From an optimization exercise on the open Yosys and OpenROAD flow, aimed at small area, a short achievable clock period and few clock cycles per item; shortcuts taken in it are not production practice. The RTL was checked by simulation tests, not by an equivalence proof against the original design. No activity file was given, so power comes from the tool's default toggle rates.

== the reference run ==
==> flow/design.v <==
module alu_multi_cycle #(
    parameter OPERAND_BUS_WIDTH = 8,
    parameter OPERAND_MAX_DATA_WIDTH = 32,
    parameter RESULT_BUS_WIDTH = 16,
    parameter RESULT_MAX_DATA_WIDTH = 64
) (
    input   wire                            clk,
    input   wire                            rst,  
    input   wire                            operand_valid,
    input   wire [2:0]                      op,
    input   wire [OPERAND_BUS_WIDTH-1:0]    a,
    input   wire [OPERAND_BUS_WIDTH-1:0]    b,
    input   wire                            operand_last,
    output  reg                             ready,
    output  reg                             result_valid,
    output  reg  [RESULT_BUS_WIDTH-1:0]     result,
    output  reg                             result_last,
    output  reg                             result_rst
);
    reg [31:0] opa;       
    reg [31:0] opb;       
    reg        cy;        
    reg [2:0]  opc;       
    reg [1:0]  nb;        
    reg        s_recv;    
    reg        s_full;    
    reg        m_busy;    
    reg [2:0]  didx;      
    reg [1:0]  d_one, d_two, d_neg;    
    reg        d_top;     
    reg [63:0] o;         
    reg [1:0]  corr;      
    wire flush = !rst || (operand_valid && op == 3'b111);
    always @(*) result = o[15:0];
    wire is_mul  = (opc == 3'b100);
    wire o_free  = !m_busy && (!result_valid || result_last);
    wire xfer    = s_full && o_free;
    wire step    = m_busy || (xfer && is_mul);
    wire m_done  = (didx == 3'd0);
    wire accept  = operand_valid && ready;
    wire first   = !s_recv;
    wire lastb   = operand_last || !first && nb == 2'd3;
    wire [23:0] ohi  = o[63:40];
    wire [23:0] ofix = corr[1] ? ohi - 24'd1 : (corr[0] ? ohi + 24'd1 : ohi);
    wire o_hi0   = ({ofix, o[39:32]} == 32'd0);
    wire [2:0] cur_op = first ? op : opc;
    wire       cin    = !first && cy;
    wire [9:0] bsum_x = {1'b0, a, 1'b1} + {1'b0, b, cin};
    wire [8:0] bsum   = bsum_x[9:1];
    reg  [7:0] rbyte;
    reg        rcarry;
    always @(*) begin
        rcarry = 1'b0;
        case (cur_op)
            3'b001: {rcarry, rbyte} = bsum;
            3'b010: rbyte = a & b;
            3'b011: rbyte = a ^ b;
            3'b100: rbyte = a;
            default: rbyte = 8'd0;
        endcase
    end
    function automatic [6:0] benc(input [4:0] x);    
        integer m;
        reg b2, b1, b0;
        begin
            benc = 7'd0;
            for (m = 0; m < 2; m = m + 1) begin
                b2 = x[2*m+2]; b1 = x[2*m+1]; b0 = x[2*m];
                benc[m]   = b1 ^ b0;
                benc[2+m] = (b2 & !b1 & !b0) | (!b2 & b1 & b0);
                benc[4+m] = b2 & !(b1 & b0);
            end
            benc[6] = x[4];
        end
    endfunction
    wire [2:0] nd_idx = didx - 3'd1;
    wire [4:0] nd_x   = {opa[{nd_idx, 2'b00} +: 4], (nd_idx == 3'd0) ? 1'b0 : opa[{nd_idx, 2'b00} - 1]};
    wire [4:0] fd_x   = {a[7:4], a[3]};
    function automatic [41:0] add42(input [41:0] x, input [41:0] y);
        reg [41:0] g, p, g0, p0;
        integer i, l, j;
        begin
            g0 = x & y;
            p0 = x ^ y;
            g = g0;
            p = p0;
            for (l = 0; l < 6; l = l + 1) begin
                for (i = 41; i >= 0; i = i - 1) begin
                    if ((i >> l) & 1) begin
                        j = ((i >> l) << l) - 1;
                        g[i] = g[i] | (p[i] & g[j]);
                        p[i] = p[i] & p[j];
                    end
                end
            end
            add42[0] = p0[0];
            for (i = 1; i < 42; i = i + 1) add42[i] = p0[i] ^ g[i-1];
        end
    endfunction
    wire [32:0] pp0 = (({33{d_one[0]}} & {1'b0, opb}) | ({33{d_two[0]}} & {opb, 1'b0})) ^ {33{d_neg[0]}};
    wire [32:0] pp1 = (({33{d_one[1]}} & {1'b0, opb}) | ({33{d_two[1]}} & {opb, 1'b0})) ^ {33{d_neg[1]}};
    wire [41:0] row0 = {6'b111111, !d_neg[0], d_neg[0], d_neg[0], pp0};
    wire [41:0] row1 = {6'd0, !d_neg[1], pp1, 2'b00};
    wire [39:0] accl = {o[35:16], o[15:0] & {16{m_busy}}, 4'd0} | {4'd0, opb & {32{d_top}}, 4'd0};
    wire [41:0] arow = {2'd0, accl[39:4], 1'b0, d_neg[1], 1'b0, d_neg[0]};
    wire [41:0] c1s  = row0 ^ row1 ^ arow;
    wire [41:0] c1c  = ((row0 & row1) | (row0 & arow) | (row1 & arow)) << 1;
    wire [41:0] lsum = add42(c1s, c1c);
    wire [23:0] acch = {ofix[19:0], o[39:36]};
    wire [63:0] macc = {acch, lsum[39:0]};
    always @(posedge clk) begin
        if (step)
            o <= macc;
        else if (xfer)
            o <= {31'd0, cy && nb == 2'd0, opa[31:25], opa[24] | (cy && nb == 2'd3),
                  opa[23:17], opa[16] | (cy && nb == 2'd2), opa[15:9], opa[8] | (cy && nb == 2'd1), opa[7:0]};
        else if (result_rst)
            o <= 64'd0;      
        else
            o <= {16'd0, ofix, o[39:16]};
        if (flush || !step)
            corr <= 2'b00;
        else
            corr <= lsum[41:40];
    end
    always @(posedge clk) begin
        if (accept) begin
            cy <= rcarry;
            if (first) begin
                opa <= {24'd0, rbyte};
                opb <= {24'd0, b};
            end else begin
                case (nb)
                    2'd1: begin opa[15:8]  <= rbyte; opb[15:8]  <= b; end
                    2'd2: begin opa[23:16] <= rbyte; opb[23:16] <= b; end
                    default: begin opa[31:24] <= rbyte; opb[31:24] <= b; end
                endcase
            end
        end
    end
    reg        s_recv_n, s_full_n, m_busy_n, rv_n, rl_n;
    reg [2:0]  didx_n, opc_n;
    reg [1:0]  nb_n;
    reg [6:0]  dsel_n;
    always @(*) begin
        s_recv_n = s_recv;
        s_full_n = s_full;
        m_busy_n = m_busy;
        didx_n   = didx;
        opc_n    = opc;
        nb_n     = nb;
        dsel_n   = {d_top, d_neg, d_two, d_one};
        if (result_valid && !result_last) begin
            rv_n = 1'b1;
            rl_n = o_hi0;
        end else begin
            rv_n = 1'b0;
            rl_n = 1'b0;
        end
        if (step) begin
            didx_n   = nd_idx;
            dsel_n   = benc(nd_x) & 7'b0111111;
            m_busy_n = !m_done;
            if (m_done) begin
                s_full_n = 1'b0;
                rv_n     = 1'b1;
                rl_n     = 1'b0;
            end
        end else if (xfer) begin
            s_full_n = 1'b0;
            rv_n     = 1'b1;
            rl_n     = 1'b0;
        end
        if (accept) begin
            if (first) begin
                opc_n = op;
                nb_n  = 2'd1;
                if (op != 3'b000) begin
                    if (operand_last) s_full_n = 1'b1;
                    else              s_recv_n = 1'b1;
                end
            end else begin
                nb_n = nb + 2'd1;
                if (lastb) begin
                    s_recv_n = 1'b0;
                    s_full_n = 1'b1;
                end
            end
            if (lastb) begin
                didx_n = {nb, 1'b1} & {first ? 2'b00 : 2'b11, 1'b1};
                dsel_n = benc(fd_x);
            end
        end
        if (flush) begin
            s_recv_n = 1'b0;
            s_full_n = 1'b0;
            m_busy_n = 1'b0;
            rv_n     = 1'b0;
            rl_n     = 1'b0;
        end
    end
    reg rv_k, rl_k;
    always @(*) begin
        if (step && m_done || xfer && !is_mul) begin
            rv_k = 1'b1;
            rl_k = 1'b0;
        end else if (result_valid && !result_last) begin
            rv_k = 1'b1;
            rl_k = o_hi0;
        end else begin
            rv_k = 1'b0;
            rl_k = 1'b0;
        end
    end
    wire mb_k     = step ? !m_done : m_busy;
    wire mdone_k  = step && !m_done && didx == 3'd1;
    wire o_free_k = !mb_k && (!rv_k || rl_k);
    wire s_keep   = s_full && !(xfer && !is_mul) && !(step && m_done);
    wire comp     = accept && (first ? (op != 3'b000 && operand_last) : lastb);
    wire newmul   = (cur_op == 3'b100);
    wire ready_n  = flush || (comp ? (!newmul && o_free_k) || mdone_k
                                   : !s_keep || (!is_mul && o_free_k) || mdone_k);
    always @(posedge clk) begin
        s_recv       <= s_recv_n;
        s_full       <= s_full_n;
        m_busy       <= m_busy_n;
        didx         <= didx_n;
        opc          <= opc_n;
        nb           <= nb_n;
        {d_top, d_neg, d_two, d_one} <= dsel_n;
        result_valid <= rv_n;
        result_last  <= rl_n;
        ready        <= ready_n;
        result_rst   <= flush;
    end
endmodule
export LEC_CHECK = 0
export CAP_MARGIN = 20
export CORE_MARGIN = 2
export CORE_UTILIZATION = 40
export CTS_BUF_LIST = sky130_fd_sc_hd__clkbuf_4 sky130_fd_sc_hd__clkbuf_8
export SLEW_MARGIN = 20
export SETUP_SLACK_MARGIN = 5.75
export BUFFER_PORTS_ARGS = -buffer_cell sky130_fd_sc_hd__buf_2
create_clock -name core_clock -period 10.0 [get_ports {clk}]
standard.sh (not shown) runs the stock make flow with config.mk's settings and CLKGATE_MAP_FILE= SYNTH_SCRIPT=/design/flow/synth_recipe.tcl, a recipe that flattens the netlist after the stock synthesis.
==> flow/flow/run.sh <==
#!/bin/bash
set -e
echo "export SETUP_SLACK_MARGIN = 5.75" >> config.mk
echo "export BUFFER_PORTS_ARGS = -buffer_cell sky130_fd_sc_hd__buf_2" >> config.mk
bash standard.sh > standard.log 2>&1
Testbench counts of the reference run, summed over its fixed seeds: cycles 31,033, items 8,000.
[inputs] the trial run vs the reference run
-- flow/design.v --
<<< the reference run, line 30
    reg        d_top;     
    reg [63:0] o;         
    reg [1:0]  corr;      
    wire flush = !rst || (operand_valid && op == 3'b111);
    always @(*) result = o[15:0];
>>> the trial run, line 30
    reg        d_top;     
    reg [63:0] o;         
    wire flush = !rst || (operand_valid && op == 3'b111);
    always @(*) result = o[15:0];
<<< the reference run, line 41
    wire first   = !s_recv;
    wire lastb   = operand_last || !first && nb == 2'd3;
    wire [23:0] ohi  = o[63:40];
    wire [23:0] ofix = corr[1] ? ohi - 24'd1 : (corr[0] ? ohi + 24'd1 : ohi);
    wire o_hi0   = ({ofix, o[39:32]} == 32'd0);
    wire [2:0] cur_op = first ? op : opc;
    wire       cin    = !first && cy;
>>> the trial run, line 40
    wire first   = !s_recv;
    wire lastb   = operand_last || !first && nb == 2'd3;
    wire o_hi0   = (o[63:32] == 32'd0);
    wire [2:0] cur_op = first ? op : opc;
    wire       cin    = !first && cy;
<<< the reference run, line 102
    wire [41:0] row0 = {6'b111111, !d_neg[0], d_neg[0], d_neg[0], pp0};
    wire [41:0] row1 = {6'd0, !d_neg[1], pp1, 2'b00};
    wire [39:0] accl = {o[35:16], o[15:0] & {16{m_busy}}, 4'd0} | {4'd0, opb & {32{d_top}}, 4'd0};
    wire [41:0] arow = {2'd0, accl[39:4], 1'b0, d_neg[1], 1'b0, d_neg[0]};
    wire [41:0] c1s  = row0 ^ row1 ^ arow;
    wire [41:0] c1c  = ((row0 & row1) | (row0 & arow) | (row1 & arow)) << 1;
    wire [41:0] lsum = add42(c1s, c1c);
    wire [23:0] acch = {ofix[19:0], o[39:36]};
    wire [63:0] macc = {acch, lsum[39:0]};
    always @(posedge clk) begin
        if (step)
>>> the trial run, line 99
    wire [41:0] row0 = {6'b111111, !d_neg[0], d_neg[0], d_neg[0], pp0};
    wire [41:0] row1 = {6'd0, !d_neg[1], pp1, 2'b00};
    wire [39:0] accl = m_busy ? {o[35:0], 4'd0} : (d_top ? {4'd0, opb, 4'd0} : 40'd0);
    wire [41:0] arow = {2'd0, accl[39:4], 1'b0, d_neg[1], 1'b0, d_neg[0]};
    wire [41:0] c1s  = row0 ^ row1 ^ arow;
    wire [41:0] c1c  = ((row0 & row1) | (row0 & arow) | (row1 & arow)) << 1;
    wire [41:0] lsum = add42(c1s, c1c);
    wire [23:0] acch = m_busy ? o[59:36] : 24'd0;
    wire [23:0] hinc = acch + 24'd1;
    wire [23:0] hdec = acch - 24'd1;
    wire [23:0] hsum = lsum[41] ? hdec : (lsum[40] ? hinc : acch);
    wire [63:0] macc = {hsum, lsum[39:0]};
    always @(posedge clk) begin
        if (step)
<<< the reference run, line 115
            o <= {31'd0, cy && nb == 2'd0, opa[31:25], opa[24] | (cy && nb == 2'd3),
                  opa[23:17], opa[16] | (cy && nb == 2'd2), opa[15:9], opa[8] | (cy && nb == 2'd1), opa[7:0]};
        else if (result_rst)
            o <= 64'd0;      
        else
            o <= {16'd0, ofix, o[39:16]};
        if (flush || !step)
            corr <= 2'b00;
        else
            corr <= lsum[41:40];
    end
    always @(posedge clk) begin
>>> the trial run, line 115
            o <= {31'd0, cy && nb == 2'd0, opa[31:25], opa[24] | (cy && nb == 2'd3),
                  opa[23:17], opa[16] | (cy && nb == 2'd2), opa[15:9], opa[8] | (cy && nb == 2'd1), opa[7:0]};
        else
            o <= {16'd0, o[63:16]};
    end
    always @(posedge clk) begin
<<< the reference run, line 160
        if (step) begin
            didx_n   = nd_idx;
            dsel_n   = benc(nd_x) & 7'b0111111;
            m_busy_n = !m_done;
            if (m_done) begin
>>> the trial run, line 154
        if (step) begin
            didx_n   = nd_idx;
            dsel_n   = benc(nd_x);
            m_busy_n = !m_done;
            if (m_done) begin
<<< the reference run, line 200
        end
    end
    reg rv_k, rl_k;
    always @(*) begin
        if (step && m_done || xfer && !is_mul) begin
            rv_k = 1'b1;
            rl_k = 1'b0;
        end else if (result_valid && !result_last) begin
            rv_k = 1'b1;
            rl_k = o_hi0;
        end else begin
            rv_k = 1'b0;
            rl_k = 1'b0;
        end
    end
    wire mb_k     = step ? !m_done : m_busy;
    wire mdone_k  = step && !m_done && didx == 3'd1;
    wire o_free_k = !mb_k && (!rv_k || rl_k);
    wire s_keep   = s_full && !(xfer && !is_mul) && !(step && m_done);
    wire comp     = accept && (first ? (op != 3'b000 && operand_last) : lastb);
    wire newmul   = (cur_op == 3'b100);
    wire ready_n  = flush || (comp ? (!newmul && o_free_k) || mdone_k
                                   : !s_keep || (!is_mul && o_free_k) || mdone_k);
    always @(posedge clk) begin
        s_recv       <= s_recv_n;
>>> the trial run, line 194
        end
    end
    wire o_free_n = !m_busy_n && (!rv_n || rl_n);
    wire ready_n  = !s_full_n || (o_free_n && opc_n != 3'b100) || (m_busy_n && didx_n == 3'd0);
    always @(posedge clk) begin
        s_recv       <= s_recv_n;
### Flow results
In the trial run the upper clock frequency limit turned out 3.7 MHz lower than in the reference run.
Looking at the reference run and the trial run, the power share of the combinational group is a wash.
Total number of vias of the trial run exceeds that of the reference run by more than 10%.
Across both runs, synthesized cell area was higher for the trial run than for the reference run.
Sort the reference run and the trial run by worst reg-to-reg path cell count, ascending, and the reference run comes first.
The trial run vs. the reference run: share of synthesized cell area in and, or, nand and nor gates went up by 0.84 points.
Of the reference run and the trial run, the trial run shows the lower flip-flop and latch count after synthesis, with the reference run above it.
On the trial run: number of signal-net inverters in the final layout is 5 lower than what the reference run gave.
Compared with the reference run, the trial run ends up with a larger final cell area.
Testbench counts of the trial run, summed over its fixed seeds: cycles 31,033, items 8,000.

[static timing again, ports no longer ideal]
No port has a modelled driver above. Below, the same layouts with a new extraction and two added sets of constraints.
Step 1 (the two cells are an assumption about what drives the block):
set clk [get_ports {clk}]
set_driving_cell -lib_cell sky130_fd_sc_hd__clkbuf_16 $clk
set_driving_cell -lib_cell sky130_fd_sc_hd__buf_2 [delete_from_list [all_inputs] $clk]
Step 2, shift: input delay + t, output delay - t, t = (earliest + latest rising clock arrival at the registers) / 2. This alone moves slack from input paths to output paths.
Slacks: ideal ports / drivers / drivers and shift; pairs: ideal ports / drivers.
run	t (ns)	slack for setup (ns)	worst register clock-pin slew, ns	worst data-port slew with drivers (ns)	pins driven straight from the clock port
the reference run	0.510	5.920 / 5.920 / 5.481	0.12 / 0.12	0.03	1
the trial run	0.511	5.857 / 5.857 / 5.524	0.11 / 0.11	0.03	1
After both steps every run listed still meets setup and hold. The setup slack of the reference run, which loses most, moves by 0.000 ns with the drivers and by -0.439 ns with both steps.
